What follows belongs to an exercise in optimizing a design on an open flow for small area and a short achievable clock period; a production flow would make more cautious choices.
No functional check of the RTL was part of any run shown here.
Power figures rest on the tool's default switching activity, not on a simulated workload.

### flow/design.v
`timescale 1ns/1ps
module register #(
    parameter NUM_STAGES = 2,
    parameter DATA_WIDTH = 2,
    parameter USE_RESET  = 1
)(
    input  wire                  CLK,
    input  wire                  RESET,
    input  wire [DATA_WIDTH-1:0] DIN,
    output wire [DATA_WIDTH-1:0] DOUT
);
genvar i;
generate
if (NUM_STAGES == 0)
begin : pass
    assign DOUT = DIN;
end
else
begin : stages
    reg [NUM_STAGES*DATA_WIDTH-1:0] din_delay;
    for (i=0; i<NUM_STAGES; i=i+1)
    begin : REGISTER_STAGES
        wire [DATA_WIDTH-1:0] prev;
        if (i == 0) begin : first
            assign prev = DIN;
        end else begin : rest
            assign prev = din_delay[(i-1)*DATA_WIDTH+:DATA_WIDTH];
        end
        always @(posedge CLK)
        begin
            if (USE_RESET && RESET)
                din_delay[i*DATA_WIDTH+:DATA_WIDTH] <= 0;
            else
                din_delay[i*DATA_WIDTH+:DATA_WIDTH] <= prev;
        end
    end
    assign DOUT = din_delay[(NUM_STAGES-1)*DATA_WIDTH+:DATA_WIDTH];
end
endgenerate
endmodule
`timescale 1ns/1ps
module macc (
  input  wire                 clk,
  input  wire                 reset,
  input  wire                 enable,
  input  wire                 clear,
  input  wire [ 2 : 0 ]       op_code,
  input  wire [ 15 : 0 ]      op_0,
  input  wire [ 15 : 0 ]      op_1,
  input  wire [ 15 : 0 ]      op_add,
  output wire [ 15 : 0 ]      out
);
  reg  [15:0] a1;
  reg  [7:0] neg1, one1, two1;
  reg  [15:0] add1;
  reg  [1:0] mode1;
  reg  en1, clr1;
  wire [15:0] b = op_code[0] ? op_0 : op_1;
  wire [16:0] bx = {b, 1'b0};
  wire [7:0] neg0, one0, two0;
  genvar g;
  generate for (g = 0; g < 8; g = g + 1) begin : booth
    assign neg0[g] = bx[2*g+2];
    assign one0[g] = bx[2*g+1] ^ bx[2*g];
    assign two0[g] = (bx[2*g+2] & ~bx[2*g+1] & ~bx[2*g]) | (~bx[2*g+2] & bx[2*g+1] & bx[2*g]);
  end endgenerate
  always @(posedge clk) begin
    a1    <= op_0;
    neg1  <= neg0;
    one1  <= one0;
    two1  <= two0;
    add1  <= (op_code[2:1] == 2'b10) ? op_add : 16'd0;
    mode1 <= op_code[2:1];
    en1   <= enable && !reset;
    clr1  <= clear;
  end
  wire pp0_0;
  wire pp0_1;
  wire pp0_2;
  wire pp0_3;
  wire pp0_4;
  wire pp0_5;
  wire pp0_6;
  wire pp0_7;
  wire pp0_8;
  wire pp0_9;
  wire pp0_10;
  wire pp0_11;
  wire pp0_12;
  wire pp0_13;
  wire pp0_14;
  wire pp0_15;
  wire pp1_0;
  wire pp1_1;
  wire pp1_2;
  wire pp1_3;
  wire pp1_4;
  wire pp1_5;
  wire pp1_6;
  wire pp1_7;
  wire pp1_8;
  wire pp1_9;
  wire pp1_10;
  wire pp1_11;
  wire pp1_12;
  wire pp1_13;
  wire pp2_0;
  wire pp2_1;
  wire pp2_2;
  wire pp2_3;
  wire pp2_4;
  wire pp2_5;
  wire pp2_6;
  wire pp2_7;
  wire pp2_8;
  wire pp2_9;
  wire pp2_10;
  wire pp2_11;
  wire pp3_0;
  wire pp3_1;
  wire pp3_2;
  wire pp3_3;
  wire pp3_4;
  wire pp3_5;
  wire pp3_6;
  wire pp3_7;
  wire pp3_8;
  wire pp3_9;
  wire pp4_0;
  wire pp4_1;
  wire pp4_2;
  wire pp4_3;
  wire pp4_4;
  wire pp4_5;
  wire pp4_6;
  wire pp4_7;
  wire pp5_0;
  wire pp5_1;
  wire pp5_2;
  wire pp5_3;
  wire pp5_4;
  wire pp5_5;
  wire pp6_0;
  wire pp6_1;
  wire pp6_2;
  wire pp6_3;
  wire pp7_0;
  wire pp7_1;
  wire t2s1;
  wire t2c2;
  wire t2s3;
  wire t2c4;
  wire t2s5;
  wire t2c6;
  wire t2s7;
  wire t2c8;
  wire t2s9;
  wire t2c10;
  wire t2s11;
  wire t2c12;
  wire t2s13;
  wire t2c14;
  wire t2s15;
  wire t2c16;
  wire t2s17;
  wire t2c18;
  wire t2s19;
  wire t2c20;
  wire t2s21;
  wire t2c22;
  wire t2s23;
  wire t2c24;
  wire t2s25;
  wire t2c26;
  wire t2s27;
  wire t2c28;
  wire t2s29;
  wire t2c30;
  wire t2s31;
  wire t2c32;
  wire t2s33;
  wire t2c34;
  wire t2s35;
  wire t2c36;
  wire t2s37;
  wire t2c38;
  wire t2s39;
  wire t2c40;
  wire t2s41;
  wire t2c42;
  wire t2s43;
  wire t2c44;
  wire t2s45;
  wire t2c46;
  wire t2s47;
  wire t2c48;
  wire t2s49;
  wire t2c50;
  wire t2s51;
  wire t2c52;
  wire t2s53;
  wire t2c54;
  wire t2s55;
  wire t2c56;
  wire t2s57;
  wire t2c58;
  wire t2s59;
  wire t2c60;
  wire t2s61;
  wire t2c62;
  wire t2s63;
  wire t2c64;
  wire t2s65;
  wire t2c66;
  wire t2s67;
  wire t2c68;
  wire t2s69;
  wire t2c70;
  wire t2s71;
  wire t2c72;
  wire t2s73;
  wire t2c74;
  wire t2s75;
  wire t2c76;
  wire t2s77;
  wire t2c78;
  wire t2s79;
  wire t2c80;
  wire t2s81;
  wire t2c82;
  wire t2s83;
  wire t2c84;
  wire t2s85;
  wire t2c86;
  wire t2s87;
  wire t2c88;
  wire t2s89;
  wire t2c90;
  wire t2x91;
  wire t2x92;
  wire t2x93;
  wire t2x94;
  wire t2x95;
  wire t2x96;
  wire t2x97;
  wire t2x98;
  wire t2x99;
  assign pp0_0 = (one1[0] & a1[0]) ^ neg1[0];
  assign pp0_1 = ((one1[0] & a1[1]) | (two1[0] & a1[0])) ^ neg1[0];
  assign pp0_2 = ((one1[0] & a1[2]) | (two1[0] & a1[1])) ^ neg1[0];
  assign pp0_3 = ((one1[0] & a1[3]) | (two1[0] & a1[2])) ^ neg1[0];
  assign pp0_4 = ((one1[0] & a1[4]) | (two1[0] & a1[3])) ^ neg1[0];
  assign pp0_5 = ((one1[0] & a1[5]) | (two1[0] & a1[4])) ^ neg1[0];
  assign pp0_6 = ((one1[0] & a1[6]) | (two1[0] & a1[5])) ^ neg1[0];
  assign pp0_7 = ((one1[0] & a1[7]) | (two1[0] & a1[6])) ^ neg1[0];
  assign pp0_8 = ((one1[0] & a1[8]) | (two1[0] & a1[7])) ^ neg1[0];
  assign pp0_9 = ((one1[0] & a1[9]) | (two1[0] & a1[8])) ^ neg1[0];
  assign pp0_10 = ((one1[0] & a1[10]) | (two1[0] & a1[9])) ^ neg1[0];
  assign pp0_11 = ((one1[0] & a1[11]) | (two1[0] & a1[10])) ^ neg1[0];
  assign pp0_12 = ((one1[0] & a1[12]) | (two1[0] & a1[11])) ^ neg1[0];
  assign pp0_13 = ((one1[0] & a1[13]) | (two1[0] & a1[12])) ^ neg1[0];
  assign pp0_14 = ((one1[0] & a1[14]) | (two1[0] & a1[13])) ^ neg1[0];
  assign pp0_15 = ((one1[0] & a1[15]) | (two1[0] & a1[14])) ^ neg1[0];
  assign pp1_0 = (one1[1] & a1[0]) ^ neg1[1];
  assign pp1_1 = ((one1[1] & a1[1]) | (two1[1] & a1[0])) ^ neg1[1];
  assign pp1_2 = ((one1[1] & a1[2]) | (two1[1] & a1[1])) ^ neg1[1];
  assign pp1_3 = ((one1[1] & a1[3]) | (two1[1] & a1[2])) ^ neg1[1];
  assign pp1_4 = ((one1[1] & a1[4]) | (two1[1] & a1[3])) ^ neg1[1];
  assign pp1_5 = ((one1[1] & a1[5]) | (two1[1] & a1[4])) ^ neg1[1];
  assign pp1_6 = ((one1[1] & a1[6]) | (two1[1] & a1[5])) ^ neg1[1];
  assign pp1_7 = ((one1[1] & a1[7]) | (two1[1] & a1[6])) ^ neg1[1];
  assign pp1_8 = ((one1[1] & a1[8]) | (two1[1] & a1[7])) ^ neg1[1];
  assign pp1_9 = ((one1[1] & a1[9]) | (two1[1] & a1[8])) ^ neg1[1];
  assign pp1_10 = ((one1[1] & a1[10]) | (two1[1] & a1[9])) ^ neg1[1];
  assign pp1_11 = ((one1[1] & a1[11]) | (two1[1] & a1[10])) ^ neg1[1];
  assign pp1_12 = ((one1[1] & a1[12]) | (two1[1] & a1[11])) ^ neg1[1];
  assign pp1_13 = ((one1[1] & a1[13]) | (two1[1] & a1[12])) ^ neg1[1];
  assign pp2_0 = (one1[2] & a1[0]) ^ neg1[2];
  assign pp2_1 = ((one1[2] & a1[1]) | (two1[2] & a1[0])) ^ neg1[2];
  assign pp2_2 = ((one1[2] & a1[2]) | (two1[2] & a1[1])) ^ neg1[2];
  assign pp2_3 = ((one1[2] & a1[3]) | (two1[2] & a1[2])) ^ neg1[2];
  assign pp2_4 = ((one1[2] & a1[4]) | (two1[2] & a1[3])) ^ neg1[2];
  assign pp2_5 = ((one1[2] & a1[5]) | (two1[2] & a1[4])) ^ neg1[2];
  assign pp2_6 = ((one1[2] & a1[6]) | (two1[2] & a1[5])) ^ neg1[2];
  assign pp2_7 = ((one1[2] & a1[7]) | (two1[2] & a1[6])) ^ neg1[2];
  assign pp2_8 = ((one1[2] & a1[8]) | (two1[2] & a1[7])) ^ neg1[2];
  assign pp2_9 = ((one1[2] & a1[9]) | (two1[2] & a1[8])) ^ neg1[2];
  assign pp2_10 = ((one1[2] & a1[10]) | (two1[2] & a1[9])) ^ neg1[2];
  assign pp2_11 = ((one1[2] & a1[11]) | (two1[2] & a1[10])) ^ neg1[2];
  assign pp3_0 = (one1[3] & a1[0]) ^ neg1[3];
  assign pp3_1 = ((one1[3] & a1[1]) | (two1[3] & a1[0])) ^ neg1[3];
  assign pp3_2 = ((one1[3] & a1[2]) | (two1[3] & a1[1])) ^ neg1[3];
  assign pp3_3 = ((one1[3] & a1[3]) | (two1[3] & a1[2])) ^ neg1[3];
  assign pp3_4 = ((one1[3] & a1[4]) | (two1[3] & a1[3])) ^ neg1[3];
  assign pp3_5 = ((one1[3] & a1[5]) | (two1[3] & a1[4])) ^ neg1[3];
  assign pp3_6 = ((one1[3] & a1[6]) | (two1[3] & a1[5])) ^ neg1[3];
  assign pp3_7 = ((one1[3] & a1[7]) | (two1[3] & a1[6])) ^ neg1[3];
  assign pp3_8 = ((one1[3] & a1[8]) | (two1[3] & a1[7])) ^ neg1[3];
  assign pp3_9 = ((one1[3] & a1[9]) | (two1[3] & a1[8])) ^ neg1[3];
  assign pp4_0 = (one1[4] & a1[0]) ^ neg1[4];
  assign pp4_1 = ((one1[4] & a1[1]) | (two1[4] & a1[0])) ^ neg1[4];
  assign pp4_2 = ((one1[4] & a1[2]) | (two1[4] & a1[1])) ^ neg1[4];
  assign pp4_3 = ((one1[4] & a1[3]) | (two1[4] & a1[2])) ^ neg1[4];
  assign pp4_4 = ((one1[4] & a1[4]) | (two1[4] & a1[3])) ^ neg1[4];
  assign pp4_5 = ((one1[4] & a1[5]) | (two1[4] & a1[4])) ^ neg1[4];
  assign pp4_6 = ((one1[4] & a1[6]) | (two1[4] & a1[5])) ^ neg1[4];
  assign pp4_7 = ((one1[4] & a1[7]) | (two1[4] & a1[6])) ^ neg1[4];
  assign pp5_0 = (one1[5] & a1[0]) ^ neg1[5];
  assign pp5_1 = ((one1[5] & a1[1]) | (two1[5] & a1[0])) ^ neg1[5];
  assign pp5_2 = ((one1[5] & a1[2]) | (two1[5] & a1[1])) ^ neg1[5];
  assign pp5_3 = ((one1[5] & a1[3]) | (two1[5] & a1[2])) ^ neg1[5];
  assign pp5_4 = ((one1[5] & a1[4]) | (two1[5] & a1[3])) ^ neg1[5];
  assign pp5_5 = ((one1[5] & a1[5]) | (two1[5] & a1[4])) ^ neg1[5];
  assign pp6_0 = (one1[6] & a1[0]) ^ neg1[6];
  assign pp6_1 = ((one1[6] & a1[1]) | (two1[6] & a1[0])) ^ neg1[6];
  assign pp6_2 = ((one1[6] & a1[2]) | (two1[6] & a1[1])) ^ neg1[6];
  assign pp6_3 = ((one1[6] & a1[3]) | (two1[6] & a1[2])) ^ neg1[6];
  assign pp7_0 = (one1[7] & a1[0]) ^ neg1[7];
  assign pp7_1 = ((one1[7] & a1[1]) | (two1[7] & a1[0])) ^ neg1[7];
  assign t2s1 = add1[2] ^ neg1[1];
  assign t2c2 = add1[2] & neg1[1];
  assign t2s3 = add1[3] ^ t2c2;
  assign t2c4 = add1[3] & t2c2;
  assign t2s5 = add1[4] ^ neg1[2] ^ t2c4;
  assign t2c6 = (add1[4] & neg1[2]) | (add1[4] & t2c4) | (neg1[2] & t2c4);
  assign t2s7 = pp0_4 ^ pp1_2;
  assign t2c8 = pp0_4 & pp1_2;
  assign t2s9 = add1[5] ^ pp0_5 ^ pp1_3;
  assign t2c10 = (add1[5] & pp0_5) | (add1[5] & pp1_3) | (pp0_5 & pp1_3);
  assign t2s11 = pp2_1 ^ t2c8;
  assign t2c12 = pp2_1 & t2c8;
  assign t2s13 = add1[6] ^ neg1[3] ^ pp0_6;
  assign t2c14 = (add1[6] & neg1[3]) | (add1[6] & pp0_6) | (neg1[3] & pp0_6);
  assign t2s15 = pp1_4 ^ pp2_2 ^ pp3_0;
  assign t2c16 = (pp1_4 & pp2_2) | (pp1_4 & pp3_0) | (pp2_2 & pp3_0);
  assign t2s17 = t2c12 ^ t2c10;
  assign t2c18 = t2c12 & t2c10;
  assign t2s19 = add1[7] ^ pp0_7 ^ pp1_5;
  assign t2c20 = (add1[7] & pp0_7) | (add1[7] & pp1_5) | (pp0_7 & pp1_5);
  assign t2s21 = pp2_3 ^ pp3_1 ^ t2c14;
  assign t2c22 = (pp2_3 & pp3_1) | (pp2_3 & t2c14) | (pp3_1 & t2c14);
  assign t2s23 = t2c16 ^ t2s19;
  assign t2c24 = t2c16 & t2s19;
  assign t2s25 = add1[8] ^ neg1[4] ^ pp0_8;
  assign t2c26 = (add1[8] & neg1[4]) | (add1[8] & pp0_8) | (neg1[4] & pp0_8);
  assign t2s27 = pp1_6 ^ pp2_4 ^ pp3_2;
  assign t2c28 = (pp1_6 & pp2_4) | (pp1_6 & pp3_2) | (pp2_4 & pp3_2);
  assign t2s29 = pp4_0 ^ t2c20 ^ t2s25;
  assign t2c30 = (pp4_0 & t2c20) | (pp4_0 & t2s25) | (t2c20 & t2s25);
  assign t2s31 = t2s27 ^ t2c24;
  assign t2c32 = t2s27 & t2c24;
  assign t2s33 = add1[9] ^ pp0_9 ^ pp1_7;
  assign t2c34 = (add1[9] & pp0_9) | (add1[9] & pp1_7) | (pp0_9 & pp1_7);
  assign t2s35 = pp2_5 ^ pp3_3 ^ pp4_1;
  assign t2c36 = (pp2_5 & pp3_3) | (pp2_5 & pp4_1) | (pp3_3 & pp4_1);
  assign t2s37 = t2c26 ^ t2c28 ^ t2s33;
  assign t2c38 = (t2c26 & t2c28) | (t2c26 & t2s33) | (t2c28 & t2s33);
  assign t2s39 = t2s35 ^ t2c32;
  assign t2c40 = t2s35 & t2c32;
  assign t2s41 = add1[10] ^ neg1[5] ^ pp0_10;
  assign t2c42 = (add1[10] & neg1[5]) | (add1[10] & pp0_10) | (neg1[5] & pp0_10);
  assign t2s43 = pp1_8 ^ pp2_6 ^ pp3_4;
  assign t2c44 = (pp1_8 & pp2_6) | (pp1_8 & pp3_4) | (pp2_6 & pp3_4);
  assign t2s45 = pp4_2 ^ pp5_0 ^ t2c34;
  assign t2c46 = (pp4_2 & pp5_0) | (pp4_2 & t2c34) | (pp5_0 & t2c34);
  assign t2s47 = t2c36 ^ t2s41 ^ t2s43;
  assign t2c48 = (t2c36 & t2s41) | (t2c36 & t2s43) | (t2s41 & t2s43);
  assign t2s49 = t2c38 ^ t2s45;
  assign t2c50 = t2c38 & t2s45;
  assign t2s51 = pp0_11 ^ pp1_9 ^ pp2_7;
  assign t2c52 = (pp0_11 & pp1_9) | (pp0_11 & pp2_7) | (pp1_9 & pp2_7);
  assign t2s53 = pp3_5 ^ pp4_3 ^ pp5_1;
  assign t2c54 = (pp3_5 & pp4_3) | (pp3_5 & pp5_1) | (pp4_3 & pp5_1);
  assign t2s55 = t2c42 ^ t2c44 ^ t2s51;
  assign t2c56 = (t2c42 & t2c44) | (t2c42 & t2s51) | (t2c44 & t2s51);
  assign t2s57 = t2s53 ^ t2c46 ^ t2c48;
  assign t2c58 = (t2s53 & t2c46) | (t2s53 & t2c48) | (t2c46 & t2c48);
  assign t2s59 = neg1[6] ^ pp0_12 ^ pp1_10;
  assign t2c60 = (neg1[6] & pp0_12) | (neg1[6] & pp1_10) | (pp0_12 & pp1_10);
  assign t2s61 = pp2_8 ^ pp3_6 ^ pp4_4;
  assign t2c62 = (pp2_8 & pp3_6) | (pp2_8 & pp4_4) | (pp3_6 & pp4_4);
  assign t2s63 = pp5_2 ^ pp6_0 ^ t2c52;
  assign t2c64 = (pp5_2 & pp6_0) | (pp5_2 & t2c52) | (pp6_0 & t2c52);
  assign t2s65 = t2c54 ^ t2s59 ^ t2s61;
  assign t2c66 = (t2c54 & t2s59) | (t2c54 & t2s61) | (t2s59 & t2s61);
  assign t2s67 = t2c56 ^ t2s63;
  assign t2c68 = t2c56 & t2s63;
  assign t2s69 = pp0_13 ^ pp1_11 ^ pp2_9;
  assign t2c70 = (pp0_13 & pp1_11) | (pp0_13 & pp2_9) | (pp1_11 & pp2_9);
  assign t2s71 = pp3_7 ^ pp4_5 ^ pp5_3;
  assign t2c72 = (pp3_7 & pp4_5) | (pp3_7 & pp5_3) | (pp4_5 & pp5_3);
  assign t2s73 = pp6_1 ^ t2c60 ^ t2c62;
  assign t2c74 = (pp6_1 & t2c60) | (pp6_1 & t2c62) | (t2c60 & t2c62);
  assign t2s75 = t2s69 ^ t2s71 ^ t2c64;
  assign t2c76 = (t2s69 & t2s71) | (t2s69 & t2c64) | (t2s71 & t2c64);
  assign t2s77 = t2c66 ^ t2s73;
  assign t2c78 = t2c66 & t2s73;
  assign t2s79 = neg1[7] ^ pp0_14 ^ pp1_12;
  assign t2c80 = (neg1[7] & pp0_14) | (neg1[7] & pp1_12) | (pp0_14 & pp1_12);
  assign t2s81 = pp2_10 ^ pp3_8 ^ pp4_6;
  assign t2c82 = (pp2_10 & pp3_8) | (pp2_10 & pp4_6) | (pp3_8 & pp4_6);
  assign t2s83 = pp5_4 ^ pp6_2 ^ pp7_0;
  assign t2c84 = (pp5_4 & pp6_2) | (pp5_4 & pp7_0) | (pp6_2 & pp7_0);
  assign t2s85 = t2c70 ^ t2c72 ^ t2s79;
  assign t2c86 = (t2c70 & t2c72) | (t2c70 & t2s79) | (t2c72 & t2s79);
  assign t2s87 = t2s81 ^ t2s83 ^ t2c74;
  assign t2c88 = (t2s81 & t2s83) | (t2s81 & t2c74) | (t2s83 & t2c74);
  assign t2s89 = t2s85 ^ t2c78;
  assign t2c90 = t2s85 & t2c78;
  assign t2x91 = pp0_15 ^ pp1_13;
  assign t2x92 = pp2_11 ^ pp3_9;
  assign t2x93 = pp4_7 ^ pp5_5;
  assign t2x94 = pp6_3 ^ pp7_1;
  assign t2x95 = t2x91 ^ t2x92;
  assign t2x96 = t2x93 ^ t2x94;
  assign t2x97 = t2x95 ^ t2x96;
  assign t2x98 = t2c80 ^ t2c82;
  assign t2x99 = t2c84 ^ t2x97;
  reg  p2_0_0;
  reg  p2_0_1;
  reg  p2_0_2;
  reg  p2_1_0;
  reg  p2_1_1;
  reg  p2_2_0;
  reg  p2_2_1;
  reg  p2_2_2;
  reg  p2_3_0;
  reg  p2_3_1;
  reg  p2_3_2;
  reg  p2_4_0;
  reg  p2_4_1;
  reg  p2_4_2;
  reg  p2_5_0;
  reg  p2_5_1;
  reg  p2_5_2;
  reg  p2_6_0;
  reg  p2_6_1;
  reg  p2_6_2;
  reg  p2_7_0;
  reg  p2_7_1;
  reg  p2_7_2;
  reg  p2_8_0;
  reg  p2_8_1;
  reg  p2_8_2;
  reg  p2_9_0;
  reg  p2_9_1;
  reg  p2_9_2;
  reg  p2_10_0;
  reg  p2_10_1;
  reg  p2_10_2;
  reg  p2_11_0;
  reg  p2_11_1;
  reg  p2_11_2;
  reg  p2_12_0;
  reg  p2_12_1;
  reg  p2_12_2;
  reg  p2_13_0;
  reg  p2_13_1;
  reg  p2_13_2;
  reg  p2_14_0;
  reg  p2_14_1;
  reg  p2_14_2;
  reg  p2_15_0;
  reg  p2_15_1;
  reg  p2_15_2;
  reg  p2_15_3;
  reg  p2_15_4;
  reg  [1:0] mode2;
  reg  en2, clr2;
  reg  [15:11] add2;
  always @(posedge clk) begin
    p2_0_0 <= add1[0];
    p2_0_1 <= neg1[0];
    p2_0_2 <= pp0_0;
    p2_1_0 <= add1[1];
    p2_1_1 <= pp0_1;
    p2_2_0 <= t2s1;
    p2_2_1 <= pp0_2;
    p2_2_2 <= pp1_0;
    p2_3_0 <= pp0_3;
    p2_3_1 <= pp1_1;
    p2_3_2 <= t2s3;
    p2_4_0 <= pp2_0;
    p2_4_1 <= t2s7;
    p2_4_2 <= t2s5;
    p2_5_0 <= t2c6;
    p2_5_1 <= t2s11;
    p2_5_2 <= t2s9;
    p2_6_0 <= t2s13;
    p2_6_1 <= t2s15;
    p2_6_2 <= t2s17;
    p2_7_0 <= t2c18;
    p2_7_1 <= t2s23;
    p2_7_2 <= t2s21;
    p2_8_0 <= t2c22;
    p2_8_1 <= t2s29;
    p2_8_2 <= t2s31;
    p2_9_0 <= t2c30;
    p2_9_1 <= t2s37;
    p2_9_2 <= t2s39;
    p2_10_0 <= t2s47;
    p2_10_1 <= t2c40;
    p2_10_2 <= t2s49;
    p2_11_0 <= t2s55;
    p2_11_1 <= t2c50;
    p2_11_2 <= t2s57;
    p2_12_0 <= t2s65;
    p2_12_1 <= t2s67;
    p2_12_2 <= t2c58;
    p2_13_0 <= t2c68;
    p2_13_1 <= t2s77;
    p2_13_2 <= t2s75;
    p2_14_0 <= t2c76;
    p2_14_1 <= t2s87;
    p2_14_2 <= t2s89;
    p2_15_0 <= t2x98;
    p2_15_1 <= t2x99;
    p2_15_2 <= t2c86;
    p2_15_3 <= t2c88;
    p2_15_4 <= t2c90;
    add2  <= add1[15:11];
    mode2 <= mode1;
    en2   <= en1;
    clr2  <= clr1;
  end
  reg  [15:0] accs, accc;
  wire [15:0] dadd_s = mode2[0] ? accs : {add2, 11'd0};
  wire [15:0] dadd_c = mode2[0] ? accc : 16'd0;
  wire t3s100;
  wire t3c101;
  wire t3s102;
  wire t3c103;
  wire t3s104;
  wire t3c105;
  wire t3s106;
  wire t3c107;
  wire t3s108;
  wire t3c109;
  wire t3s110;
  wire t3c111;
  wire t3s112;
  wire t3c113;
  wire t3s114;
  wire t3c115;
  wire t3s116;
  wire t3c117;
  wire t3s118;
  wire t3c119;
  wire t3s120;
  wire t3c121;
  wire t3s122;
  wire t3c123;
  wire t3s124;
  wire t3c125;
  wire t3s126;
  wire t3c127;
  wire t3s128;
  wire t3c129;
  wire t3s130;
  wire t3c131;
  wire t3s132;
  wire t3c133;
  wire t3s134;
  wire t3c135;
  wire t3s136;
  wire t3c137;
  wire t3s138;
  wire t3c139;
  wire t3s140;
  wire t3c141;
  wire t3s142;
  wire t3c143;
  wire t3s144;
  wire t3c145;
  wire t3s146;
  wire t3c147;
  wire t3s148;
  wire t3c149;
  wire t3s150;
  wire t3c151;
  wire t3s152;
  wire t3c153;
  wire t3s154;
  wire t3c155;
  wire t3s156;
  wire t3c157;
  wire t3s158;
  wire t3c159;
  wire t3s160;
  wire t3c161;
  wire t3s162;
  wire t3c163;
  wire t3s164;
  wire t3c165;
  wire t3s166;
  wire t3c167;
  wire t3s168;
  wire t3c169;
  wire t3s170;
  wire t3c171;
  wire t3s172;
  wire t3c173;
  wire t3s174;
  wire t3c175;
  wire t3s176;
  wire t3c177;
  wire t3s178;
  wire t3c179;
  wire t3s180;
  wire t3c181;
  wire t3s182;
  wire t3c183;
  wire t3s184;
  wire t3c185;
  wire t3x186;
  wire t3x187;
  wire t3x188;
  wire t3x189;
  wire t3x190;
  wire t3x191;
  wire t3x192;
  wire t3x193;
  assign t3s100 = p2_0_0 ^ p2_0_1 ^ p2_0_2;
  assign t3c101 = (p2_0_0 & p2_0_1) | (p2_0_0 & p2_0_2) | (p2_0_1 & p2_0_2);
  assign t3s102 = dadd_c[0] ^ dadd_s[0];
  assign t3c103 = dadd_c[0] & dadd_s[0];
  assign t3s104 = p2_1_0 ^ p2_1_1 ^ dadd_c[1];
  assign t3c105 = (p2_1_0 & p2_1_1) | (p2_1_0 & dadd_c[1]) | (p2_1_1 & dadd_c[1]);
  assign t3s106 = dadd_s[1] ^ t3c101 ^ t3c103;
  assign t3c107 = (dadd_s[1] & t3c101) | (dadd_s[1] & t3c103) | (t3c101 & t3c103);
  assign t3s108 = p2_2_0 ^ p2_2_1 ^ p2_2_2;
  assign t3c109 = (p2_2_0 & p2_2_1) | (p2_2_0 & p2_2_2) | (p2_2_1 & p2_2_2);
  assign t3s110 = dadd_c[2] ^ dadd_s[2] ^ t3s108;
  assign t3c111 = (dadd_c[2] & dadd_s[2]) | (dadd_c[2] & t3s108) | (dadd_s[2] & t3s108);
  assign t3s112 = t3c105 ^ t3c107;
  assign t3c113 = t3c105 & t3c107;
  assign t3s114 = p2_3_0 ^ p2_3_1 ^ p2_3_2;
  assign t3c115 = (p2_3_0 & p2_3_1) | (p2_3_0 & p2_3_2) | (p2_3_1 & p2_3_2);
  assign t3s116 = dadd_c[3] ^ dadd_s[3] ^ t3c109;
  assign t3c117 = (dadd_c[3] & dadd_s[3]) | (dadd_c[3] & t3c109) | (dadd_s[3] & t3c109);
  assign t3s118 = t3s114 ^ t3c111 ^ t3s116;
  assign t3c119 = (t3s114 & t3c111) | (t3s114 & t3s116) | (t3c111 & t3s116);
  assign t3s120 = p2_4_0 ^ p2_4_1 ^ p2_4_2;
  assign t3c121 = (p2_4_0 & p2_4_1) | (p2_4_0 & p2_4_2) | (p2_4_1 & p2_4_2);
  assign t3s122 = dadd_c[4] ^ dadd_s[4] ^ t3c115;
  assign t3c123 = (dadd_c[4] & dadd_s[4]) | (dadd_c[4] & t3c115) | (dadd_s[4] & t3c115);
  assign t3s124 = t3s120 ^ t3c117 ^ t3s122;
  assign t3c125 = (t3s120 & t3c117) | (t3s120 & t3s122) | (t3c117 & t3s122);
  assign t3s126 = p2_5_0 ^ p2_5_1 ^ p2_5_2;
  assign t3c127 = (p2_5_0 & p2_5_1) | (p2_5_0 & p2_5_2) | (p2_5_1 & p2_5_2);
  assign t3s128 = dadd_c[5] ^ dadd_s[5] ^ t3c121;
  assign t3c129 = (dadd_c[5] & dadd_s[5]) | (dadd_c[5] & t3c121) | (dadd_s[5] & t3c121);
  assign t3s130 = t3s126 ^ t3c123 ^ t3s128;
  assign t3c131 = (t3s126 & t3c123) | (t3s126 & t3s128) | (t3c123 & t3s128);
  assign t3s132 = p2_6_0 ^ p2_6_1 ^ p2_6_2;
  assign t3c133 = (p2_6_0 & p2_6_1) | (p2_6_0 & p2_6_2) | (p2_6_1 & p2_6_2);
  assign t3s134 = dadd_c[6] ^ dadd_s[6] ^ t3c127;
  assign t3c135 = (dadd_c[6] & dadd_s[6]) | (dadd_c[6] & t3c127) | (dadd_s[6] & t3c127);
  assign t3s136 = t3s132 ^ t3c129 ^ t3s134;
  assign t3c137 = (t3s132 & t3c129) | (t3s132 & t3s134) | (t3c129 & t3s134);
  assign t3s138 = p2_7_0 ^ p2_7_1 ^ p2_7_2;
  assign t3c139 = (p2_7_0 & p2_7_1) | (p2_7_0 & p2_7_2) | (p2_7_1 & p2_7_2);
  assign t3s140 = dadd_c[7] ^ dadd_s[7] ^ t3c133;
  assign t3c141 = (dadd_c[7] & dadd_s[7]) | (dadd_c[7] & t3c133) | (dadd_s[7] & t3c133);
  assign t3s142 = t3s138 ^ t3c135 ^ t3s140;
  assign t3c143 = (t3s138 & t3c135) | (t3s138 & t3s140) | (t3c135 & t3s140);
  assign t3s144 = p2_8_0 ^ p2_8_1 ^ p2_8_2;
  assign t3c145 = (p2_8_0 & p2_8_1) | (p2_8_0 & p2_8_2) | (p2_8_1 & p2_8_2);
  assign t3s146 = dadd_c[8] ^ dadd_s[8] ^ t3c139;
  assign t3c147 = (dadd_c[8] & dadd_s[8]) | (dadd_c[8] & t3c139) | (dadd_s[8] & t3c139);
  assign t3s148 = t3s144 ^ t3c141 ^ t3s146;
  assign t3c149 = (t3s144 & t3c141) | (t3s144 & t3s146) | (t3c141 & t3s146);
  assign t3s150 = p2_9_0 ^ p2_9_1 ^ p2_9_2;
  assign t3c151 = (p2_9_0 & p2_9_1) | (p2_9_0 & p2_9_2) | (p2_9_1 & p2_9_2);
  assign t3s152 = dadd_c[9] ^ dadd_s[9] ^ t3c145;
  assign t3c153 = (dadd_c[9] & dadd_s[9]) | (dadd_c[9] & t3c145) | (dadd_s[9] & t3c145);
  assign t3s154 = t3s150 ^ t3c147 ^ t3s152;
  assign t3c155 = (t3s150 & t3c147) | (t3s150 & t3s152) | (t3c147 & t3s152);
  assign t3s156 = p2_10_0 ^ p2_10_1 ^ p2_10_2;
  assign t3c157 = (p2_10_0 & p2_10_1) | (p2_10_0 & p2_10_2) | (p2_10_1 & p2_10_2);
  assign t3s158 = dadd_c[10] ^ dadd_s[10] ^ t3c151;
  assign t3c159 = (dadd_c[10] & dadd_s[10]) | (dadd_c[10] & t3c151) | (dadd_s[10] & t3c151);
  assign t3s160 = t3s156 ^ t3c153 ^ t3s158;
  assign t3c161 = (t3s156 & t3c153) | (t3s156 & t3s158) | (t3c153 & t3s158);
  assign t3s162 = p2_11_0 ^ p2_11_1 ^ p2_11_2;
  assign t3c163 = (p2_11_0 & p2_11_1) | (p2_11_0 & p2_11_2) | (p2_11_1 & p2_11_2);
  assign t3s164 = dadd_c[11] ^ dadd_s[11] ^ t3c157;
  assign t3c165 = (dadd_c[11] & dadd_s[11]) | (dadd_c[11] & t3c157) | (dadd_s[11] & t3c157);
  assign t3s166 = t3s162 ^ t3c159 ^ t3s164;
  assign t3c167 = (t3s162 & t3c159) | (t3s162 & t3s164) | (t3c159 & t3s164);
  assign t3s168 = p2_12_0 ^ p2_12_1 ^ p2_12_2;
  assign t3c169 = (p2_12_0 & p2_12_1) | (p2_12_0 & p2_12_2) | (p2_12_1 & p2_12_2);
  assign t3s170 = dadd_c[12] ^ dadd_s[12] ^ t3c163;
  assign t3c171 = (dadd_c[12] & dadd_s[12]) | (dadd_c[12] & t3c163) | (dadd_s[12] & t3c163);
  assign t3s172 = t3s168 ^ t3c165 ^ t3s170;
  assign t3c173 = (t3s168 & t3c165) | (t3s168 & t3s170) | (t3c165 & t3s170);
  assign t3s174 = p2_13_0 ^ p2_13_1 ^ p2_13_2;
  assign t3c175 = (p2_13_0 & p2_13_1) | (p2_13_0 & p2_13_2) | (p2_13_1 & p2_13_2);
  assign t3s176 = dadd_c[13] ^ dadd_s[13] ^ t3c169;
  assign t3c177 = (dadd_c[13] & dadd_s[13]) | (dadd_c[13] & t3c169) | (dadd_s[13] & t3c169);
  assign t3s178 = t3s174 ^ t3c171 ^ t3s176;
  assign t3c179 = (t3s174 & t3c171) | (t3s174 & t3s176) | (t3c171 & t3s176);
  assign t3s180 = p2_14_0 ^ p2_14_1 ^ p2_14_2;
  assign t3c181 = (p2_14_0 & p2_14_1) | (p2_14_0 & p2_14_2) | (p2_14_1 & p2_14_2);
  assign t3s182 = dadd_c[14] ^ dadd_s[14] ^ t3c175;
  assign t3c183 = (dadd_c[14] & dadd_s[14]) | (dadd_c[14] & t3c175) | (dadd_s[14] & t3c175);
  assign t3s184 = t3s180 ^ t3c177 ^ t3s182;
  assign t3c185 = (t3s180 & t3c177) | (t3s180 & t3s182) | (t3c177 & t3s182);
  assign t3x186 = p2_15_0 ^ p2_15_1;
  assign t3x187 = p2_15_2 ^ p2_15_3;
  assign t3x188 = p2_15_4 ^ t3x186;
  assign t3x189 = t3x187 ^ dadd_c[15];
  assign t3x190 = dadd_s[15] ^ t3x188;
  assign t3x191 = t3c181 ^ t3x189;
  assign t3x192 = t3x190 ^ t3x191;
  assign t3x193 = t3c183 ^ t3x192;
  wire [15:0] rx = {t3x193, t3c179, t3c173, t3c167, t3c161, t3c155, t3c149, t3c143, t3c137, t3c131, t3c125, t3c119, t3c113, t3s110, t3s104, t3s100};
  wire [15:0] ry = {t3c185, t3s184, t3s178, t3s172, t3s166, t3s160, t3s154, t3s148, t3s142, t3s136, t3s130, t3s124, t3s118, t3s112, t3s106, t3s102};
  always @(posedge clk) begin
    if (reset || clr2) begin
      accs <= 16'd0;
      accc <= 16'd0;
    end else if (en2) begin
      accs <= rx;
      accc <= ry;
    end
  end
  assign out = accs + accc;
endmodule
module ram
#(
  parameter integer DATA_WIDTH    = 16,
  parameter integer ADDR_WIDTH    = 5
)
(
  input  wire                         clk,
  input  wire                         reset,
  input  wire                         s_read_req,
  input  wire [ ADDR_WIDTH  -1 : 0 ]  s_read_addr,
  output reg  [ DATA_WIDTH  -1 : 0 ]  s_read_data,
  input  wire                         s_write_req,
  input  wire [ ADDR_WIDTH  -1 : 0 ]  s_write_addr,
  input  wire [ DATA_WIDTH  -1 : 0 ]  s_write_data
);
  reg  [ DATA_WIDTH -1 : 0 ] mem [ 0 : (1<<ADDR_WIDTH)-1 ];
  reg  [ ADDR_WIDTH -1 : 0 ] rd_addr;
  reg  [ ADDR_WIDTH -1 : 0 ] wr_addr;
  reg  [ DATA_WIDTH -1 : 0 ] wr_data;
  reg                        rd_addr_v;
  reg                        wr_addr_v;
  always @(posedge clk) begin
    rd_addr_v <= s_read_req && !reset;
    wr_addr_v <= s_write_req && !reset;
    rd_addr   <= s_read_addr;
    wr_addr   <= s_write_addr;
    wr_data   <= s_write_data;
  end
  always @(posedge clk)
    if (wr_addr_v)
      mem[wr_addr] <= wr_data;
  reg  [ DATA_WIDTH -1 : 0 ] rd_mux;
  integer k;
  always @(*) begin
    rd_mux = {DATA_WIDTH{1'b0}};
    for (k = 0; k < (1<<ADDR_WIDTH); k = k + 1)
      rd_mux = rd_mux | (mem[k] & {DATA_WIDTH{rd_addr == k}});
  end
  always @(posedge clk)
    if (reset)
      s_read_data <= 0;
    else if (rd_addr_v)
      s_read_data <= rd_mux;
endmodule
`timescale 1ns/1ps
module fifo
#(
    parameter   DATA_WIDTH          = 16,
    parameter   ADDR_WIDTH          = 4,
    parameter   RAM_DEPTH           = (1 << ADDR_WIDTH)
)(
    input  wire                         clk,
    input  wire                         reset,
    input  wire                         push,
    input  wire                         pop,
    input  wire [ DATA_WIDTH -1 : 0 ]   data_in,
    output reg  [ DATA_WIDTH -1 : 0 ]   data_out
);
reg     [ADDR_WIDTH  :0]        wr_pointer;
reg     [ADDR_WIDTH  :0]        rd_pointer;
reg     [DATA_WIDTH-1:0]        mem[0:RAM_DEPTH-1];
wire empty = (wr_pointer == rd_pointer);
wire full  = (wr_pointer == {~rd_pointer[ADDR_WIDTH], rd_pointer[ADDR_WIDTH-1:0]});
wire do_push = push && !full;
wire do_pop  = pop && !empty;
always @ (posedge clk)
begin
  if (reset)
    wr_pointer <= 0;
  else if (do_push)
    wr_pointer <= wr_pointer + 1;
end
always @ (posedge clk)
begin
  if (reset)
    rd_pointer <= 0;
  else if (do_pop)
    rd_pointer <= rd_pointer + 1;
end
always @ (posedge clk)
  if (do_push)
    mem[wr_pointer[ADDR_WIDTH-1:0]] <= data_in;
reg [DATA_WIDTH-1:0] rd_mux;
integer k;
always @(*) begin
  rd_mux = {DATA_WIDTH{1'b0}};
  for (k = 0; k < RAM_DEPTH; k = k + 1)
    rd_mux = rd_mux | (mem[k] & {DATA_WIDTH{rd_pointer[ADDR_WIDTH-1:0] == k}});
end
always @ (posedge clk)
  if (do_pop)
    data_out <= rd_mux;
endmodule
module activation #(
  parameter OP_WIDTH  = 16
) (
  input  wire                                         clk,
  input  wire                                         enable,
  input  wire        [ OP_WIDTH           -1 : 0 ]    in,
  output wire        [ OP_WIDTH           -1 : 0 ]    out
);
reg [OP_WIDTH-1:0] activation_data;
wire signed [OP_WIDTH-1:0] in_s = in;
always @(posedge clk)
  if (enable)
    activation_data <= (in_s > 0) ? in : {OP_WIDTH{1'b0}};
  else
    activation_data <= in;
assign out = activation_data;
endmodule
`timescale 1ns/1ps
module PE #(
  parameter integer PE_BUF_ADDR_WIDTH   = 5,
  parameter integer OP_WIDTH            = 16,
  parameter integer ACC_WIDTH           = 16,
  parameter         LAYER_NORM          = "NO"
)
(
  input  wire                                         clk,
  input  wire                                         reset,
  input  wire                                         mask,
  input  wire  [ 10+2*PE_BUF_ADDR_WIDTH -1 : 0 ]      ctrl,
  input  wire                                         src_2_sel,
  input  wire  [ OP_WIDTH             -1 : 0 ]        read_data_0,
  input  wire  [ OP_WIDTH             -1 : 0 ]        read_data_1,
  input  wire  [ OP_WIDTH             -1 : 0 ]        read_data_2,
  output wire  [ OP_WIDTH             -1 : 0 ]        lrn_center,
  output wire  [ OP_WIDTH             -1 : 0 ]        write_data,
  output wire  [ OP_WIDTH             -1 : 0 ]        pe_buffer_read_data,
  input  wire                                         pe_neuron_read_req,
  input  wire  [ OP_WIDTH             -1 : 0 ]        pe_neuron_write_data,
  input  wire                                         pe_neuron_write_req,
  input  wire  [ PE_BUF_ADDR_WIDTH    -1 : 0 ]        pe_neuron_write_addr,
  output wire                                         write_valid
);
  localparam integer OP_CODE_WIDTH  = 3;
  wire [ OP_WIDTH           -1 : 0 ]  pe_buffer_write_data;
  wire [ OP_WIDTH           -1 : 0 ]  pe_buffer_read_data_d;
  wire                                src_2_sel_dd;
  wire                                _pe_buffer_write_req;
  wire                                pe_buffer_write_req;
  wire                                pe_buffer_read_req;
  wire                                _pe_buffer_read_req;
  wire                                flush, flush_d;
  wire                                enable;
  wire [ OP_CODE_WIDTH      -1 : 0 ]  op_code;
  wire [ PE_BUF_ADDR_WIDTH  -1 : 0 ]  buf_rd_addr;
  wire [ PE_BUF_ADDR_WIDTH  -1 : 0 ]  _buf_wr_addr;
  wire [ PE_BUF_ADDR_WIDTH  -1 : 0 ]  buf_wr_addr;
  wire [ OP_WIDTH           -1 : 0 ]  conv_out;
  wire                                norm_fifo_push;
  wire                                norm_fifo_pop;
  wire [ OP_WIDTH           -1 : 0 ]  macc_out;
  assign {norm_fifo_push, norm_fifo_pop,
    buf_rd_addr, _buf_wr_addr,
    flush, write_valid, _pe_buffer_write_req, _pe_buffer_read_req, enable, op_code} = ctrl;
  assign pe_buffer_read_req  = _pe_buffer_read_req || pe_neuron_read_req;
  assign pe_buffer_write_req = _pe_buffer_write_req || pe_neuron_write_req;
  assign buf_wr_addr = pe_neuron_write_req ? pe_neuron_write_addr : _buf_wr_addr;
  wire [OP_WIDTH-1:0] macc_op_add = src_2_sel_dd == 0 ?
    read_data_2 : pe_buffer_read_data;
  assign conv_out = !flush_d ? macc_out : pe_buffer_read_data_d;
  register #(.NUM_STAGES(2), .DATA_WIDTH(1)) src_2_delay (
    .CLK(clk), .RESET(reset), .DIN(src_2_sel), .DOUT(src_2_sel_dd));
  register #(.NUM_STAGES(3), .DATA_WIDTH(1)) macc_en_delay (
    .CLK(clk), .RESET(reset), .DIN(flush), .DOUT(flush_d));
  register #(.NUM_STAGES(3), .DATA_WIDTH(OP_WIDTH), .USE_RESET(0)) fifo_out_delay (
    .CLK(clk), .RESET(reset), .DIN(pe_buffer_read_data), .DOUT(pe_buffer_read_data_d));
  macc MACC_pe (
    .clk      ( clk                 ),
    .reset    ( reset               ),
    .enable   ( enable && mask      ),
    .clear    ( !mask               ),
    .op_code  ( op_code             ),
    .op_0     ( read_data_0         ),
    .op_1     ( read_data_1         ),
    .op_add   ( macc_op_add         ),
    .out      ( macc_out            )
  );
  assign pe_buffer_write_data = pe_neuron_write_req ? pe_neuron_write_data : conv_out;
  ram #(
    .DATA_WIDTH               ( OP_WIDTH                 ),
    .ADDR_WIDTH               ( PE_BUF_ADDR_WIDTH        )
  ) pe_buffer (
    .clk                      ( clk                      ),
    .reset                    ( reset                    ),
    .s_write_req              ( pe_buffer_write_req      ),
    .s_write_data             ( pe_buffer_write_data     ),
    .s_write_addr             ( buf_wr_addr              ),
    .s_read_req               ( pe_buffer_read_req       ),
    .s_read_data              ( pe_buffer_read_data      ),
    .s_read_addr              ( buf_rd_addr              )
  );
  activation #(
    .OP_WIDTH                 ( OP_WIDTH                 )
  ) ReLU (
    .clk                      ( clk                      ),
    .enable                   ( 1'b0                     ),
    .in                       ( conv_out                 ),
    .out                      ( write_data               )
  );
  fifo #(
    .DATA_WIDTH               ( OP_WIDTH                 ),
    .ADDR_WIDTH               ( 4                        )
  ) norm_fifo (
    .clk                      ( clk                      ),
    .reset                    ( reset                    ),
    .push                     ( norm_fifo_push           ),
    .pop                      ( norm_fifo_pop            ),
    .data_in                  ( read_data_0              ),
    .data_out                 ( lrn_center               )
  );
endmodule
### flow/flow/run.sh
#!/bin/bash
set -e
export BUFFER_PORTS_ARGS="-buffer_cell sky130_fd_sc_hd__buf_1"
export CTS_ARGS="-sink_clustering_enable -repair_clock_nets -sink_clustering_size 28 -sink_clustering_max_diameter 80 -dont_use_dummy_load"
bash standard.sh > standard.log 2>&1
### flow/standard.sh
#!/bin/bash
# synth_recipe.tcl (not shown) runs the flow's synth.tcl, then flattens the netlist and writes it again
# the make line also repeats each setting of config.mk as NAME=value (left out here)
make -C /OpenROAD-flow-scripts/flow DESIGN_CONFIG=/design/flow/config.mk WORK_HOME=/design/flow/orfs CLKGATE_MAP_FILE= SYNTH_SCRIPT=/design/flow/synth_recipe.tcl "${@:-finish}"
### flow/config.mk
export PLATFORM = sky130hd
export DESIGN_NAME = PE
export DESIGN_NICKNAME = PE
export VERILOG_FILES = /design/flow/design.v
export SDC_FILE = /design/flow/constraint.sdc
export NUM_CORES = 4
export LEC_CHECK = 0
export ABC_CLOCK_PERIOD_IN_PS = 2800
export CAP_MARGIN = 20
export CORE_MARGIN = 2
export CORE_UTILIZATION = 60
export SETUP_SLACK_MARGIN = 4.0
export SLEW_MARGIN = 20
### flow/constraint.sdc
create_clock -name core_clock -period 6.5 [get_ports {clk}]
set_input_delay 1.3000 -clock core_clock [delete_from_list [all_inputs] [get_ports {clk}]]
set_output_delay 1.3000 -clock core_clock [all_outputs]
set_load 0.01 [all_outputs]
==> flow_summary.ini, run 1 <==
[synth]
yosys-top-cells-area = edfxtp_1 57%, dfxtp_1 13%, a22oi_1 5.6%
yosysTopAreaCellShare_pct = 57.31
synthFlopType = edfxtp_1
syn-num-nets = 2987
ys_seq_area_share_pct = 70.52
syn_area_um2 = 41080
synth_edf_count = 784
synthCells = 2780
async_reset_ff_share_pct = 0
synth_cell_types = 77
synth-seq-cells = 1055
synth_warnings = 7
synth.largest_area_cell = edfxtp_1
syn_avg_cell_area_um2 = 14.78

[die]
fp-row-count = 95
die_height_um = 265.7
coreArea_um2 = 67510
dieWidth_um = 265.7
io_pins = 144
dieArea_um2 = 70570
initial_core_util_pct = 60.84

[layout]
final_cells = 3832
nNetsFinal = 3165
largest_register_ffs = 512
layout_common_cells = 784 x edfxtp_1, 303 x a22oi_1, 209 x dfxtp_1
largest_register = pe_buffer.mem
final_core_util_pct = 66.92
top_regs = pe_buffer.mem: 512 flops, norm_fifo.mem: 256 flops, fifo_out_delay.stages.din_delay: 48 flops
area_growth_pct = 9.981
drive_above_1_share_pct = 13.94
layout_commonest_cell = edfxtp_1

[timing]
finalSetupViolations = 0
finalWorstSetupSlack_ps = 3900
tightest_slew_ps = 1179
finalSetupTns_ps = 0
rsz0062_at_grt = yes
min_period_over_period_pct = 40.00
relSlewSlack_pct = 20.35
hold_violations = 0
max_freq_mhz = 384.6
fin_crit_ps = 2600
slew_viol_final = 0
fin_skew_ps = 68.43

[pwr]
peakVddDrop_mv = 0.2281
power.total_mw = 12.96
p_leak_nw = 15.38
power_density_nw_per_um2 = 287.0

[cts]
ctsHoldBuffers = 0
cts_root_buf = clkbuf_16
cts-buffers-inserted = 47
cts.sinks = 1055
cts_tree = done
htreeDepth = 2
cts_max_path_buffers = 3
clock_latency_ps = 640
cts.clk_slew.worst_paths_ps = 100

[setup_path]
cp.depth = 0
crit_path_start_kind = input port
required_ps = 5200
cp_max_fo = 1
critPathCaptureType = output pin
crit_type = input port to output pin
cp_data_arrival_time_ps = 1300
reg2reg_depth = 8

[global_route]
grt.overflow.total = 0
grt_pass1_vias = 24630
grt_pass1_wl_mm = 174.9
grt_max_degree = 45
track_usage_pct = 34.95
antenna_found_initial = 5

[flow_run]
maxCapViolations = 0

[drt]
firstDrtPassIters = 8
wl_met2_mm = 58.31
top_layer = met5
routedWlPerCell_um = 32.12
drc = 0
wl_met1_mm = 45.85
wirelength_mm = 123.1
drt_iter0_markers = 3565
via_per_inst = 6.619
ant_nets = 0
via_count = 25360
wl_met3_mm = 11.70

[placed_design]
gp_congestion = 0.9352
dp_slack_ps = 3216
dp.cells = 3717
hpwl_mm = 75.64
io_buffers = 141

[hold_path]
worstHoldPathType = register to register
whs_path_depth = 0

[status]
status = finished clean
-- repair_timing --
| item | CTS | global route |
|---|---|---|
| endpoints found under the setup margin | 330 | 128 |
| cloned | 0 | 0 |
| pin swaps | 15 | 11 |
| buffers inserted | 44 | 20 |
| resized for setup | 136 | 42 |
-- final cells by class --
cell class / count / area, um^2
inverters: 129 / 485.5
fillers: 4795 / 22340
diodes: 3 / 7.507
clock buffers: 47 / 1176
repair buffers: 274 / 1843
multi-input cells: 1451 / 11450
well taps: 873 / 1092
flip-flops and latches: 1055 / 29130
-- power by group --
group	switching (mW)	leakage, nW	internal (mW)	total, mW
Sequential	0.256	9.40	7.59	7.84
Clock	1.95	0.579	1.30	3.25
Combinational	1.13	5.40	0.735	1.87
-- worst paths after layout --
check | end | slack, ps | start
max | write_valid | 3900 | ctrl[6]
min | MACC_pe.clr2$_DFF_P_ | 320 | MACC_pe.clr1$_DFF_P_
max reg2reg | pe_buffer.s_read_data[4]$_SDFFE_PP0P_ | 4020 | pe_buffer.rd_addr[0]$_DFF_P_
min reg2reg | MACC_pe.clr2$_DFF_P_ | 320 | MACC_pe.clr1$_DFF_P_
-- synthesized netlist by cell type (all sizes together), types with 3 or more instances --
cell type and count:
edfxtp 784, a221oi 23, ha 37, nor3b 6, nor2b 11, o211ai 5
or2 4, nor2 177, dfxtp 271, a221o 3, o22ai 4, a311oi 3
xor2 41, nand3b 10, a32oi 7, xnor2 78, nand4 37, a222oi 19
nand2 171, a211oi 20, nand2b 14, or3b 5, mux2i 89, a22o 24
buf 66, fa 75, nor3 40, o21ai 37, nor4 12, clkbuf 79
a21boi 7, and4 3, or3 9, and3 12, nand3 42, inv 127
a22oi 304, o31ai 8, a21oi 37, a21o 5, a31oi 11, mux2 23
and2 17
-- cell families (layout without fill, tap and decap cells) --
family                   after synthesis  after routing  synth area share (%)
XOR/XNOR                             119            119                 2.537
flip-flops                          1055           1055                 70.52
AO/OA/AOI/OAI                        534            534                 9.634
adder cells (fa/ha/maj)              112            112                 4.782
other                                  0              3                     0
multiplexers                         113            113                 2.854
AND/OR/NAND/NOR                      573            573                 6.872
buffers and inverters                274            450                 2.802
-- metrics by stage --
stage,hold WS (ps),instance area [um^2]
6_report,323.5,45180
5_1_grt,321.0,45170
4_1_cts,322.7,44810
3_5_place_dp,312.1,42790
3_3_place_gp,309.8,42780
2_1_floorplan,309.6,41130
-- per-layer routing --
layer	track usage [%]	vias to the layer above
met5	0	-
met4	17.96	2
met3	5.332	333
met2	56.30	1604
met1	46.69	12720
li1	-	10710
==> run 2, diff against run 1 <==
==> flow/flow/run.sh (replaced) <==
#!/bin/bash
set -e
export BUFFER_PORTS_ARGS="-buffer_cell sky130_fd_sc_hd__buf_1"
export CTS_ARGS="-sink_clustering_enable -repair_clock_nets -sink_clustering_size 18 -sink_clustering_max_diameter 60 -buf_list sky130_fd_sc_hd__clkbuf_8 -dont_use_dummy_load"
bash standard.sh > standard.log 2>&1
==> run 2 against run 1 <==
Against the previous run: still clean on timing, DRC and antenna; synthesized cell count stayed put; die area stayed put; first-iteration DRC count is 4.3% higher; final cell count is 0.47% higher; clock power is 7.7% lower; non-clock buffer count is 8 lower; flip-flop and latch count stayed put; sequential share of layout area is 0.089 points higher; register-to-register slack hardly changed; critical path type is now register to output pin; critical endpoint is now lrn_center[5].
==> flow_summary.ini, run 2 <==
[status]
status = finished clean

[drt]
wirelength_mm = 123.8
via_count = 25560
wl_met3_mm = 11.82
top_layer = met4
wl_met1_mm = 46.11
routedWlPerCell_um = 32.17
ant_nets = 0
wl_met2_mm = 58.36
drt_iter0_markers = 3720
firstDrtPassIters = 6
via_per_inst = 6.639
drc = 0

[hold_path]
hold-path-endpoint = fifo_out_delay.stages.din_delay[28]$_DFF_P_
whs_path_depth = 0
worstHoldPathType = register to register
hp-start = fifo_out_delay.stages.din_delay[12]$_DFF_P_

[global_route]
grt_pass1_vias = 24940
track_usage_pct = 35.30
grt.overflow.total = 0
antenna_found_initial = 4
grt_pass1_wl_mm = 175.9
grt_max_degree = 45

[setup_path]
reg2reg_depth = 8
cpLargestDelayFamily = flip-flops
cp_max_fo = 1
critPathCaptureType = output pin
slowest_delay_ps = 460
timing.rr.end = pe_buffer.s_read_data[1]$_SDFFE_PP0P_
cp_num_buf_inv = 1
slowest_stage = edfxtp_1
crit_path_start_kind = register
path_cells = clkbuf_2
rrSetupSlack_ps = 4030
r2r-start = pe_buffer.rd_addr[0]$_DFF_P_
required_ps = 5200
cp_data_arrival_time_ps = 1320
crit_type = register to output pin

[synth]
syn-num-nets = 2987
synthCells = 2780
synth_cell_types = 77
async_reset_ff_share_pct = 0
ys_seq_area_share_pct = 70.52
synthFlopType = edfxtp_1
synth_edf_count = 784
synth_warnings = 7
synth-seq-cells = 1055
yosys-top-cells-count = 784 x edfxtp_1, 304 x a22oi_1, 271 x dfxtp_1
yosysMostFrequentCell = edfxtp_1
synth.largest_area_cell = edfxtp_1
yosys-top-cells-area = edfxtp_1 57%, dfxtp_1 13%, a22oi_1 5.6%
yosysTopAreaCellShare_pct = 57.31
syn_avg_cell_area_um2 = 14.78
syn_area_um2 = 41080

[timing]
max_freq_mhz = 381.1
finalSetupViolations = 0
rsz0062_at_grt = yes
slew_viol_final = 0
hold_violations = 0
finalSetupTns_ps = 0
fin_skew_ps = 89.43
min_period_over_period_pct = 40.37
fin_crit_ps = 2624
tightest_slew_ps = 1087
relSlewSlack_pct = 27.50

[cts]
cts-buffers-inserted = 74
cts_max_path_buffers = 3
cts.clk_slew.worst_paths_ps = 110
htreeDepth = 3
ctsHoldBuffers = 0
clock_latency_ps = 720
cts.sinks = 1055
cts_root_buf = clkbuf_8
cts_tree = done

[layout]
final_cells = 3850
nNetsFinal = 3184
largest_register_ffs = 512
top_regs = pe_buffer.mem: 512 flops, norm_fifo.mem: 256 flops, fifo_out_delay.stages.din_delay: 48 flops
layout_commonest_cell = edfxtp_1
drive_above_1_share_pct = 15.56
area_growth_pct = 9.887
largest_register = pe_buffer.mem
layout_common_cells = 784 x edfxtp_1, 303 x a22oi_1, 207 x dfxtp_1

[placed_design]
hpwl_mm = 75.64
dp.cells = 3717
io_buffers = 141
gp_congestion = 0.9352

[pwr]
peakVddDrop_mv = 0.1920
p_leak_nw = 15.43
pwr-share-comb_pct = 14.7
power.total_mw = 12.72
swShare_pct = 26.41
power_density_nw_per_um2 = 281.8
intPower_mw = 9.361
p_sw_mw = 3.359
seq_power_share_pct = 61.7
clkPwrFrac_pct = 23.6

[die]
die_height_um = 265.7
fp-row-count = 95
io_pins = 144
dieArea_um2 = 70570
coreArea_um2 = 67510
initial_core_util_pct = 60.84
dieWidth_um = 265.7

[flow_run]
maxCapViolations = 0
[run 2: changes by cell type in the layout (fill, tap and decap cells not counted), moves of 2 or more]
cell,before,now
clkbuf_8,0,74
clkbuf_16,47,0
buf_1,121,91
buf_6,10,25
clkbuf_2,4,18
buf_4,111,101
dfxtp_4,32,37
dfxtp_2,30,27
buf_12,16,18
dfxtp_1,209,207
[run 2: metal layers]
layer	vias to the layer above	global-route usage (%)
li1	10750	-
met1	12760	46.82
met2	1682	56.81
met3	367	5.869
met4	0	18.25
met5	-	0
[run 2: final cells by class]
| type | instances | area, um^2 |
|---|---|---|
| diodes | 2 | 5.005 |
| clock buffers | 74 | 1018 |
| fillers | 4847 | 22380 |
| inverters | 129 | 485.5 |
| multi-input cells | 1451 | 11460 |
| flip-flops and latches | 1055 | 29140 |
| well taps | 873 | 1092 |
| repair buffers | 266 | 1939 |
[run 2: worst max-delay path by stage]
stage | from | end | slack, ps | depth (start not counted)
2_1_floorplan | ctrl[19] | norm_fifo.mem[11][0]$_DFFE_PP_ | 3690 | 3
3_3_place_gp | ctrl[19] | norm_fifo.mem[6][0]$_DFFE_PP_ | 3280 | 4
3_5_place_dp | pe_buffer.rd_addr[1]$_DFF_P_ | pe_buffer.s_read_data[7]$_SDFFE_PP0P_ | 3220 | 6
4_1_cts | norm_fifo.data_out[5]$_DFFE_PP_ | lrn_center[5] | 3820 | 1
5_1_grt | norm_fifo.data_out[5]$_DFFE_PP_ | lrn_center[5] | 3820 | 1
6_report | norm_fifo.data_out[5]$_DFFE_PP_ | lrn_center[5] | 3880 | 1
[run 2: cell families (layout without fill, tap and decap cells)]
group	Yosys count	count (layout)	share of synthesized area, %
flip-flops	1055	1055	70.52
AND/OR/NAND/NOR	573	573	6.872
AO/OA/AOI/OAI	534	534	9.634
buffers and inverters	274	469	2.802
XOR/XNOR	119	119	2.537
multiplexers	113	113	2.854
adder cells (fa/ha/maj)	112	112	4.782
other	0	2	0
[run 2: metrics by stage]
stage          instance area [um^2]  hold WS, ps  worst slack [ps]  util [%]
2_1_floorplan                 41130        309.6              3687         -
3_3_place_gp                  42780        309.8              3276     63.36
3_5_place_dp                  42790        312.1              3216     63.38
4_1_cts                       44790        335.5              3818     66.34
5_1_grt                       45140        341.9              3821     66.86
6_report                      45140        333.1              3876     66.86
[run 2: what timing repair did]
item | CTS | global route
setup buffers | 44 | 13
endpoints found under the setup margin | 358 | 114
resized for setup | 172 | 59
pin swaps | 16 | 10
[run 2: power groups by stage]
stage          combinational, mW  sequential [mW]  clock, mW
2_1_floorplan               1.18             7.89          0
3_3_place_gp                1.76             7.99          0
3_5_place_dp                1.79             8.00          0
4_1_cts                     1.88             7.84       3.02
5_1_grt                     2.10             7.88       3.24
6_report                    1.87             7.85       3.00

==> port drivers added, routing unchanged <==
In the flow no input, the clock included, has a driving cell. The finished layouts below were timed again as built, in two steps.
Step 1 sets driving cells, clkbuf_16 on the clock port and buf_2 on the other inputs (assumed; they add their load-dependent delay and slew).
Step 2 adds t to the input delays and takes it off the output delays; t is the mean of the earliest and latest rising clock arrival at the registers after step 1. Input paths then give back, and output paths get back, about the clock's delay inside the block.
a / b / c = ideal ports / drivers / drivers and shift; a / b = the first two.
run | t, ns | setup WS [ns] | hold WS [ns] | worst setup path at the end | slew at the worst register clock pin (ns)
run 1 | 0.678 | 3.900 / 3.859 / 3.526 | 0.324 / 0.324 / 0.324 | input to register | 0.11 / 0.11
run 2 | 0.744 | 3.876 / 3.812 / 3.522 | 0.333 / 0.333 / 0.333 | input to register | 0.12 / 0.12
After both steps setup and hold are still met in every run listed. For run 1, which loses most, drivers alone change the setup slack by -0.041 ns; drivers and shift together by -0.374 ns.
